Context: an optimization exercise on an open-source flow, tuned for small area and a short achievable clock period. The choices shown serve that exercise and are no tape-out recipe. Where RTL was checked, it was by simulation tests only, not by an equivalence proof against the original. The clock port is modelled as an ideal driver, which makes a skipped or thinned clock tree look cheaper than it is; a real chip needs a root buffer or a tree. No activity file was given, so power comes from the tool's default toggle rates.

==> module radix_2_butterfly, before the edit <==
module radix_2_butterfly #(
    parameter DATA_WIDTH = 16
) (
    input  logic       clkIn,
    input  logic       rstIn,
    input  logic       enIn,
    input  logic       validIn,
    input  ComplexType dataIn,
    output logic       validOut,
    output ComplexType dataOut
);
    localparam int LW = DATA_WIDTH / 2;          
    localparam int HW = DATA_WIDTH + 1 - LW;     
    logic       stateR;      
    logic       bInvR;       
    logic [2:0] validR;
    always_ff @(posedge clkIn) begin
        if (rstIn) begin
            stateR <= 1'b0;
            validR <= 3'b000;
        end else if (enIn) begin
            if (validIn) stateR <= ~stateR;
            validR <= {validR[1:0], validIn};
        end
    end
    logic signed [DATA_WIDTH-1:0] inRe, inIm;
    assign inRe = dataIn[63 -: DATA_WIDTH];
    assign inIm = dataIn[31 -: DATA_WIDTH];
    function automatic logic [HW:0] prefixAdd(input logic [HW-1:0] a,
                                              input logic [HW-1:0] b,
                                              input logic cin);
        logic [HW-1:0] p, g, gg, pp, gn, pn;
        p  = a ^ b;
        g  = a & b;
        gg = g;
        pp = p;
        gg[0] = g[0] | (p[0] & cin);
        for (int l = 0; (1 << l) < HW; l++) begin
            gn = gg;
            pn = pp;
            for (int i = 0; i < HW; i++) begin
                if ((i >> l) & 1) begin
                    gn[i] = gg[i] | (pp[i] & gg[((i >> l) << l) - 1]);
                    pn[i] = pp[i] & pp[((i >> l) << l) - 1];
                end
            end
            gg = gn;
            pp = pn;
        end
        prefixAdd = {gg[HW-1], p ^ {gg[HW-2:0], cin}};
    endfunction
    function automatic logic lowCarry(input logic [LW-1:0] a,
                                      input logic [LW-1:0] b,
                                      input logic cin);
        logic [HW:0] s;
        s = prefixAdd(HW'(a), HW'(b), cin);
        lowCarry = s[LW];
    endfunction
    logic signed [DATA_WIDTH-1:0] x0ReR, x0ImR, aReR, aImR, bReR, bImR;
    logic                         cReR, cImR;
    logic signed [DATA_WIDTH:0]   outReR, outImR;
    logic [HW:0] lowRe, lowIm, highRe, highIm;
    assign lowRe  = prefixAdd(HW'(aReR[LW-1:0]), HW'(bReR[LW-1:0]), bInvR);
    assign lowIm  = prefixAdd(HW'(aImR[LW-1:0]), HW'(bImR[LW-1:0]), bInvR);
    assign highRe = prefixAdd({aReR[DATA_WIDTH-1], aReR[DATA_WIDTH-1:LW]},
                              {bReR[DATA_WIDTH-1], bReR[DATA_WIDTH-1:LW]}, cReR);
    assign highIm = prefixAdd({aImR[DATA_WIDTH-1], aImR[DATA_WIDTH-1:LW]},
                              {bImR[DATA_WIDTH-1], bImR[DATA_WIDTH-1:LW]}, cImR);
    always_ff @(posedge clkIn) begin
        if (enIn) begin
            if (stateR) begin
                aReR  <= x0ReR;
                aImR  <= x0ImR;
                bReR  <= inRe;
                bImR  <= inIm;
                bInvR <= 1'b0;
                cReR  <= lowCarry(x0ReR[LW-1:0], inRe[LW-1:0], 1'b0);
                cImR  <= lowCarry(x0ImR[LW-1:0], inIm[LW-1:0], 1'b0);
            end else begin
                x0ReR <= inRe;
                x0ImR <= inIm;
                bReR  <= ~bReR;
                bImR  <= ~bImR;
                bInvR <= ~bInvR;
                cReR  <= lowCarry(aReR[LW-1:0], ~bReR[LW-1:0], ~bInvR);
                cImR  <= lowCarry(aImR[LW-1:0], ~bImR[LW-1:0], ~bInvR);
            end
            outReR <= {highRe[HW-1:0], lowRe[LW-1:0]};
            outImR <= {highIm[HW-1:0], lowIm[LW-1:0]};
        end
    end
    assign dataOut.re = {outReR, {(32-DATA_WIDTH-1){1'b0}}};
    assign dataOut.im = {outImR, {(32-DATA_WIDTH-1){1'b0}}};
    assign validOut   = validR[2];
endmodule
export LEC_CHECK = 0
export CAP_MARGIN = 20
export CORE_MARGIN = 2
export CORE_UTILIZATION = 40
export SLEW_MARGIN = 20
create_clock -name core_clock -period 3.0 [get_ports {clkIn}]
standard.sh (not shown) runs the stock make flow with config.mk's settings and CLKGATE_MAP_FILE= SYNTH_SCRIPT=/design/flow/synth_recipe.tcl, a recipe that flattens the netlist after the stock synthesis.
==> flow/flow/run.sh <==
#!/bin/bash
# Layout flow: the standard ORFS flow (standard.sh) with these changes:
#  - synthesis: no full/half adder cell extraction before ABC (ADDER_MAP_FILE
#    empty) and ABC's delay-driven mapping script (ABC_AREA=1);
#  - resizing may change a cell's footprint (MATCH_CELL_FOOTPRINT=0);
#  - ports buffered with buf_2;
#  - repair_timing aims for SETUP_SLACK_MARGIN of slack;
#  - the clock tree is built by flow/cts_manual.tcl instead of TritonCTS:
#    the clock port drives 2 clkbuf_16, each driving 4 clkbuf_8, each
#    driving the flip-flops of one eighth of the core.
# Each step's output goes to a log file of its own in this folder.
set -euo pipefail
K=(ADDER_MAP_FILE= ABC_AREA=1 MATCH_CELL_FOOTPRINT=0 SETUP_SLACK_MARGIN=1.4
   "BUFFER_PORTS_ARGS=-buffer_cell sky130_fd_sc_hd__buf_2"
   CLK_NLEAF=8 CLK_NROOT=2 CLK_LEAF_CELL=sky130_fd_sc_hd__clkbuf_8)
bash standard.sh "${K[@]}" place > 1_synth_place.log 2>&1
bash standard.sh "${K[@]}" run RUN_SCRIPT="$PWD/flow/cts_manual.tcl" > 2_cts_manual.log 2>&1
bash standard.sh "${K[@]}" finish > 3_route_finish.log 2>&1
Other scripts of this flow, unchanged in this note and not shown: flow/flow/cts_manual.tcl
The first run finished clean.
Next try:
--- a/flow/design.v
+++ b/flow/design.v
@@ -37,10 +37,11 @@
 );
     localparam int LW = DATA_WIDTH / 2;          
     localparam int HW = DATA_WIDTH + 1 - LW;     
     logic       stateR;      
     logic       bInvR;       
+    logic       bNotInvR;    
     logic [2:0] validR;
     always_ff @(posedge clkIn) begin
         if (rstIn) begin
             stateR <= 1'b0;
             validR <= 3'b000;
@@ -85,11 +86,11 @@
     logic signed [DATA_WIDTH-1:0] x0ReR, x0ImR, aReR, aImR, bReR, bImR;
     logic                         cReR, cImR;
     logic signed [DATA_WIDTH:0]   outReR, outImR;
     logic [HW:0] lowRe, lowIm, highRe, highIm;
     assign lowRe  = prefixAdd(HW'(aReR[LW-1:0]), HW'(bReR[LW-1:0]), bInvR);
-    assign lowIm  = prefixAdd(HW'(aImR[LW-1:0]), HW'(bImR[LW-1:0]), bInvR);
+    assign lowIm  = prefixAdd(HW'(aImR[LW-1:0]), HW'(bImR[LW-1:0]), ~bNotInvR);
     assign highRe = prefixAdd({aReR[DATA_WIDTH-1], aReR[DATA_WIDTH-1:LW]},
                               {bReR[DATA_WIDTH-1], bReR[DATA_WIDTH-1:LW]}, cReR);
     assign highIm = prefixAdd({aImR[DATA_WIDTH-1], aImR[DATA_WIDTH-1:LW]},
                               {bImR[DATA_WIDTH-1], bImR[DATA_WIDTH-1:LW]}, cImR);
     always_ff @(posedge clkIn) begin
@@ -98,20 +99,22 @@
                 aReR  <= x0ReR;
                 aImR  <= x0ImR;
                 bReR  <= inRe;
                 bImR  <= inIm;
                 bInvR <= 1'b0;
+                bNotInvR <= 1'b1;
                 cReR  <= lowCarry(x0ReR[LW-1:0], inRe[LW-1:0], 1'b0);
                 cImR  <= lowCarry(x0ImR[LW-1:0], inIm[LW-1:0], 1'b0);
             end else begin
                 x0ReR <= inRe;
                 x0ImR <= inIm;
                 bReR  <= ~bReR;
                 bImR  <= ~bImR;
                 bInvR <= ~bInvR;
+                bNotInvR <= ~bNotInvR;
                 cReR  <= lowCarry(aReR[LW-1:0], ~bReR[LW-1:0], ~bInvR);
-                cImR  <= lowCarry(aImR[LW-1:0], ~bImR[LW-1:0], ~bInvR);
+                cImR  <= lowCarry(aImR[LW-1:0], ~bImR[LW-1:0], bNotInvR);
             end
             outReR <= {highRe[HW-1:0], lowRe[LW-1:0]};
             outImR <= {highIm[HW-1:0], lowIm[LW-1:0]};
         end
     end
Result: Global-route usage grows by 0.34 points; setup slack got worse by 0.0096 ns; register-to-register slack gets better by 0.02 ns; via count fell slightly; sequential share of layout area rises by 0.59 points; total power rises slightly; cell area shrinks slightly; die area grows slightly; wire length went down slightly; utilization goes down by 0.18 points; fmax fell slightly; area after synthesis climbs slightly; combinational power drops slightly; critical path depth went down by 9.
In every run of this note, the design's own scripts or RTL, not TritonCTS, make the clock network.


radix_2_butterfly, a different RTL version from the one above (not shown whole).
Size: ~530 cells after synthesis, ~130 I/O pins.
==> module radix_2_butterfly, before the edit <==
module radix_2_butterfly #(
    parameter DATA_WIDTH = 16
) (
    input  logic       clkIn,
    input  logic       rstIn,
    input  logic       enIn,
    input  logic       validIn,
    input  ComplexType dataIn,
    output logic       validOut,
    output ComplexType dataOut
);
    logic       stateR;      
    logic [2:0] validR;
    always_ff @(posedge clkIn) begin
        if (rstIn) begin
            stateR <= 1'b0;
            validR <= 3'b000;
        end else if (enIn) begin
            if (validIn) stateR <= ~stateR;
            validR <= {validR[1:0], validIn};
        end
    end
    logic sumSel;
    assign sumSel = validR[0] & ~stateR;
    logic signed [DATA_WIDTH-1:0] inRe, inIm;
    assign inRe = dataIn[63 -: DATA_WIDTH];
    assign inIm = dataIn[31 -: DATA_WIDTH];
    logic signed [DATA_WIDTH-1:0] x0ReR, x0ImR, x1ReR, x1ImR;
    logic signed [DATA_WIDTH:0]   outReR, outImR;
    logic [DATA_WIDTH:0] opARe, opAIm, opBRe, opBIm;
    assign opARe = sumSel ? {x0ReR[DATA_WIDTH-1], x0ReR} : outReR;
    assign opAIm = sumSel ? {x0ImR[DATA_WIDTH-1], x0ImR} : outImR;
    assign opBRe = sumSel ? {x1ReR[DATA_WIDTH-1], x1ReR} : {~x1ReR, 1'b1};
    assign opBIm = sumSel ? {x1ImR[DATA_WIDTH-1], x1ImR} : {~x1ImR, 1'b1};
    always_ff @(posedge clkIn) begin
        if (enIn) begin
            if (stateR) begin
                x1ReR <= inRe;
                x1ImR <= inIm;
            end else begin
                x0ReR <= inRe;
                x0ImR <= inIm;
            end
            outReR <= opARe + opBRe + {{DATA_WIDTH{1'b0}}, ~sumSel};
            outImR <= opAIm + opBIm + {{DATA_WIDTH{1'b0}}, ~sumSel};
        end
    end
    assign dataOut.re = {outReR, {(32-DATA_WIDTH-1){1'b0}}};
    assign dataOut.im = {outImR, {(32-DATA_WIDTH-1){1'b0}}};
    assign validOut   = validR[2];
endmodule
export LEC_CHECK = 0
export CAP_MARGIN = 20
export CORE_MARGIN = 2
export CORE_UTILIZATION = 40
export SLEW_MARGIN = 20
create_clock -name core_clock -period 3.0 [get_ports {clkIn}]
run.sh (not shown) runs the stock make flow with config.mk's settings and CLKGATE_MAP_FILE= SYNTH_SCRIPT=/design/flow/synth_recipe.tcl, a recipe that flattens the netlist after the stock synthesis.
Stock flow here: none of the scripts above is used.
The starting point produced a clean layout.
Rerun with:
--- a/flow/design.v
+++ b/flow/design.v
@@ -53,11 +53,6 @@
     assign inIm = dataIn[31 -: DATA_WIDTH];
     logic signed [DATA_WIDTH-1:0] x0ReR, x0ImR, x1ReR, x1ImR;
     logic signed [DATA_WIDTH:0]   outReR, outImR;
-    logic [DATA_WIDTH:0] opARe, opAIm, opBRe, opBIm;
-    assign opARe = sumSel ? {x0ReR[DATA_WIDTH-1], x0ReR} : outReR;
-    assign opAIm = sumSel ? {x0ImR[DATA_WIDTH-1], x0ImR} : outImR;
-    assign opBRe = sumSel ? {x1ReR[DATA_WIDTH-1], x1ReR} : {~x1ReR, 1'b1};
-    assign opBIm = sumSel ? {x1ImR[DATA_WIDTH-1], x1ImR} : {~x1ImR, 1'b1};
     always_ff @(posedge clkIn) begin
         if (enIn) begin
             if (stateR) begin
@@ -67,8 +62,13 @@
                 x0ReR <= inRe;
                 x0ImR <= inIm;
             end
-            outReR <= opARe + opBRe + {{DATA_WIDTH{1'b0}}, ~sumSel};
-            outImR <= opAIm + opBIm + {{DATA_WIDTH{1'b0}}, ~sumSel};
+            if (sumSel) begin
+                outReR <= {x0ReR[DATA_WIDTH-1], x0ReR} + {x1ReR[DATA_WIDTH-1], x1ReR};
+                outImR <= {x0ImR[DATA_WIDTH-1], x0ImR} + {x1ImR[DATA_WIDTH-1], x1ImR};
+            end else begin
+                outReR <= {outReR[DATA_WIDTH:1] - x1ReR, outReR[0]};
+                outImR <= {outImR[DATA_WIDTH:1] - x1ImR, outImR[0]};
+            end
         end
     end
     assign dataOut.re = {outReR, {(32-DATA_WIDTH-1){1'b0}}};
Outcome: Utilization goes down by 0.91 points; flip-flop and latch count stays the same; worst hold slack got worse by 5.1 ps; final area goes up by 13%; total power goes down by 11%; final cell count goes up by 14%; setup slack got worse by 28 ps; global-route usage goes up by 0.12 points; clock-buffer cell count goes down by 5; clock power goes up by about 4%.
Function not checked in the first run of this note: the RTL went through the layout flow alone.


## run 1
Another version of the RTL of radix_2_butterfly (not shown whole).
Size in the first run: roughly 100 flip-flops, roughly 130 I/O pins.
==> module radix_2_butterfly, before the edit <==
module radix_2_butterfly #(
    parameter DATA_WIDTH = 16
) (
    input  logic       clkIn,
    input  logic       rstIn,
    input  logic       enIn,
    input  logic       validIn,
    input  ComplexType dataIn,
    output logic       validOut,
    output ComplexType dataOut
);
    logic       stateR;      
    logic [2:0] validR;
    always_ff @(posedge clkIn) begin
        if (rstIn) begin
            stateR <= 1'b0;
            validR <= 3'b000;
        end else if (enIn) begin
            if (validIn) stateR <= ~stateR;
            validR <= {validR[1:0], validIn};
        end
    end
    logic sumSel;
    assign sumSel = validR[0] & ~stateR;
    logic signed [DATA_WIDTH-1:0] inRe, inIm;
    assign inRe = dataIn[63 -: DATA_WIDTH];
    assign inIm = dataIn[31 -: DATA_WIDTH];
    logic signed [DATA_WIDTH-1:0] x0ReR, x0ImR, x1ReR, x1ImR;
    logic signed [DATA_WIDTH:0]   outReR, outImR;
    localparam int AW = DATA_WIDTH + 1;
    function automatic logic [AW-1:0] prefixAdd(input logic [AW-1:0] a,
                                                  input logic [AW-1:0] b,
                                                  input logic cin);
        logic [AW-1:0] p, g, gg, pp, gn, pn;
        p  = a ^ b;
        g  = a & b;
        gg = g;
        pp = p;
        gg[0] = g[0] | (p[0] & cin);
        for (int l = 0; (1 << l) < AW; l++) begin
            gn = gg;
            pn = pp;
            for (int i = 0; i < AW; i++) begin
                if ((i >> l) & 1) begin
                    gn[i] = gg[i] | (pp[i] & gg[((i >> l) << l) - 1]);
                    pn[i] = pp[i] & pp[((i >> l) << l) - 1];
                end
            end
            gg = gn;
            pp = pn;
        end
        prefixAdd = p ^ {gg[AW-2:0], cin};
    endfunction
    logic [DATA_WIDTH:0] opARe, opAIm, opBRe, opBIm;
    assign opARe = sumSel ? {x0ReR[DATA_WIDTH-1], x0ReR} : outReR;
    assign opAIm = sumSel ? {x0ImR[DATA_WIDTH-1], x0ImR} : outImR;
    assign opBRe = sumSel ? {x1ReR[DATA_WIDTH-1], x1ReR} : {~x1ReR, 1'b1};
    assign opBIm = sumSel ? {x1ImR[DATA_WIDTH-1], x1ImR} : {~x1ImR, 1'b1};
    always_ff @(posedge clkIn) begin
        if (enIn) begin
            if (stateR) begin
                x1ReR <= inRe;
                x1ImR <= inIm;
            end else begin
                x0ReR <= inRe;
                x0ImR <= inIm;
            end
            outReR <= prefixAdd(opARe, opBRe, ~sumSel);
            outImR <= prefixAdd(opAIm, opBIm, ~sumSel);
        end
    end
    assign dataOut.re = {outReR, {(32-DATA_WIDTH-1){1'b0}}};
    assign dataOut.im = {outImR, {(32-DATA_WIDTH-1){1'b0}}};
    assign validOut   = validR[2];
endmodule
clock: 3.0 ns
lec_check: 0
cap_margin: 20
core_margin: 2
core_utilization: 40
setup_slack_margin: 1.4
slew_margin: 20
standard.sh (not shown) runs the stock make flow with config.mk's settings and CLKGATE_MAP_FILE= SYNTH_SCRIPT=/design/flow/synth_recipe.tcl, a recipe that flattens the netlist after the stock synthesis.
==> flow/flow/run.sh <==
#!/bin/bash
set -euo pipefail
bash standard.sh ADDER_MAP_FILE= finish > orfs_flow.log 2>&1
[inputs] run 2 vs run 1
--- a/flow/design.v
+++ b/flow/design.v
@@ -50,10 +50,8 @@
     assign sumSel = validR[0] & ~stateR;
     logic signed [DATA_WIDTH-1:0] inRe, inIm;
     assign inRe = dataIn[63 -: DATA_WIDTH];
     assign inIm = dataIn[31 -: DATA_WIDTH];
-    logic signed [DATA_WIDTH-1:0] x0ReR, x0ImR, x1ReR, x1ImR;
-    logic signed [DATA_WIDTH:0]   outReR, outImR;
     localparam int AW = DATA_WIDTH + 1;
     function automatic logic [AW-1:0] prefixAdd(input logic [AW-1:0] a,
                                                   input logic [AW-1:0] b,
                                                   input logic cin);
@@ -76,13 +74,13 @@
             pp = pn;
         end
         prefixAdd = p ^ {gg[AW-2:0], cin};
     endfunction
-    logic [DATA_WIDTH:0] opARe, opAIm, opBRe, opBIm;
-    assign opARe = sumSel ? {x0ReR[DATA_WIDTH-1], x0ReR} : outReR;
-    assign opAIm = sumSel ? {x0ImR[DATA_WIDTH-1], x0ImR} : outImR;
-    assign opBRe = sumSel ? {x1ReR[DATA_WIDTH-1], x1ReR} : {~x1ReR, 1'b1};
-    assign opBIm = sumSel ? {x1ImR[DATA_WIDTH-1], x1ImR} : {~x1ImR, 1'b1};
+    logic signed [DATA_WIDTH-1:0] x0ReR, x0ImR, x1ReR, x1ImR;
+    logic signed [DATA_WIDTH:0]   outReR, outImR;
+    logic [DATA_WIDTH:0] subRe, subIm;
+    assign subRe = prefixAdd({1'b0, outReR[DATA_WIDTH:1]}, {1'b0, ~x1ReR}, 1'b1);
+    assign subIm = prefixAdd({1'b0, outImR[DATA_WIDTH:1]}, {1'b0, ~x1ImR}, 1'b1);
     always_ff @(posedge clkIn) begin
         if (enIn) begin
             if (stateR) begin
                 x1ReR <= inRe;
@@ -90,10 +88,15 @@
             end else begin
                 x0ReR <= inRe;
                 x0ImR <= inIm;
             end
-            outReR <= prefixAdd(opARe, opBRe, ~sumSel);
-            outImR <= prefixAdd(opAIm, opBIm, ~sumSel);
+            if (sumSel) begin
+                outReR <= prefixAdd({x0ReR[DATA_WIDTH-1], x0ReR}, {x1ReR[DATA_WIDTH-1], x1ReR}, 1'b0);
+                outImR <= prefixAdd({x0ImR[DATA_WIDTH-1], x0ImR}, {x1ImR[DATA_WIDTH-1], x1ImR}, 1'b0);
+            end else begin
+                outReR <= {subRe[DATA_WIDTH-1:0], outReR[0]};
+                outImR <= {subIm[DATA_WIDTH-1:0], outImR[0]};
+            end
         end
     end
     assign dataOut.re = {outReR, {(32-DATA_WIDTH-1){1'b0}}};
     assign dataOut.im = {outImR, {(32-DATA_WIDTH-1){1'b0}}};
Between run 2 and run 1, the number of sinks handled by clock tree synthesis figures differ only marginally. The run showing the smaller number of global-route vias before repair is run 1. Route | run 2 vs run 1 | wire longer in run 2. In the flow results for run 2 and run 1, the relative contribution of the clock network to total power is smaller on run 1. Diff run 1 -> run 2: filler cell count in the final layout down about 5%; area of the multi-input gates up 13%; final critical delay including setup and external delays up 0.39 ns. Comparing run 2 and run 1, sequential share of power is higher on run 2. Diff run 2 and run 1: share of the final layout cell area in multi-input gates higher in run 2. Compared with run 1, run 2 shows internal power summed over all cells that has gone down by a little under 10%.
No functional check of the RTL was part of any run of this note.

-- re-timing with driven ports --
No port has a modelled driver above. Below, the same layouts with a new extraction and two added sets of constraints. Step 1 (the two cells are an assumption about what drives the block):
set clk [get_ports {clkIn}]
set_driving_cell -lib_cell sky130_fd_sc_hd__clkbuf_16 $clk
set_driving_cell -lib_cell sky130_fd_sc_hd__buf_2 [delete_from_list [all_inputs] $clk]
Step 2 adds t to the input delays and takes it off the output delays; t is the mean of the earliest and latest rising clock arrival at the registers after step 1. Input paths then give back, and output paths get back, about the clock's delay inside the block. Slacks: ideal ports / drivers / drivers and shift; pairs: ideal ports / drivers.
run	shift t [ns]	slack for setup (ns)	worst register clock-pin slew, ns
the first run of note 1	0.352	1.503 / 1.451 / 1.306	0.11 / 0.11
the second run of note 1	0.360	1.494 / 1.437 / 1.174	0.11 / 0.11
the first run of note 2	0.389	0.168 / 0.168 / 0.168	0.07 / 0.07
the second run of note 2	0.387	0.140 / 0.140 / 0.140	0.07 / 0.07
run 1	0.389	0.482 / 0.482 / 0.482	0.07 / 0.07
run 2	0.389	0.088 / 0.088 / 0.088	0.08 / 0.08
After both steps every run listed still meets setup and hold. The setup slack of the second run of note 1, which loses most, moves by -0.057 ns with the drivers and by -0.320 ns with both steps.
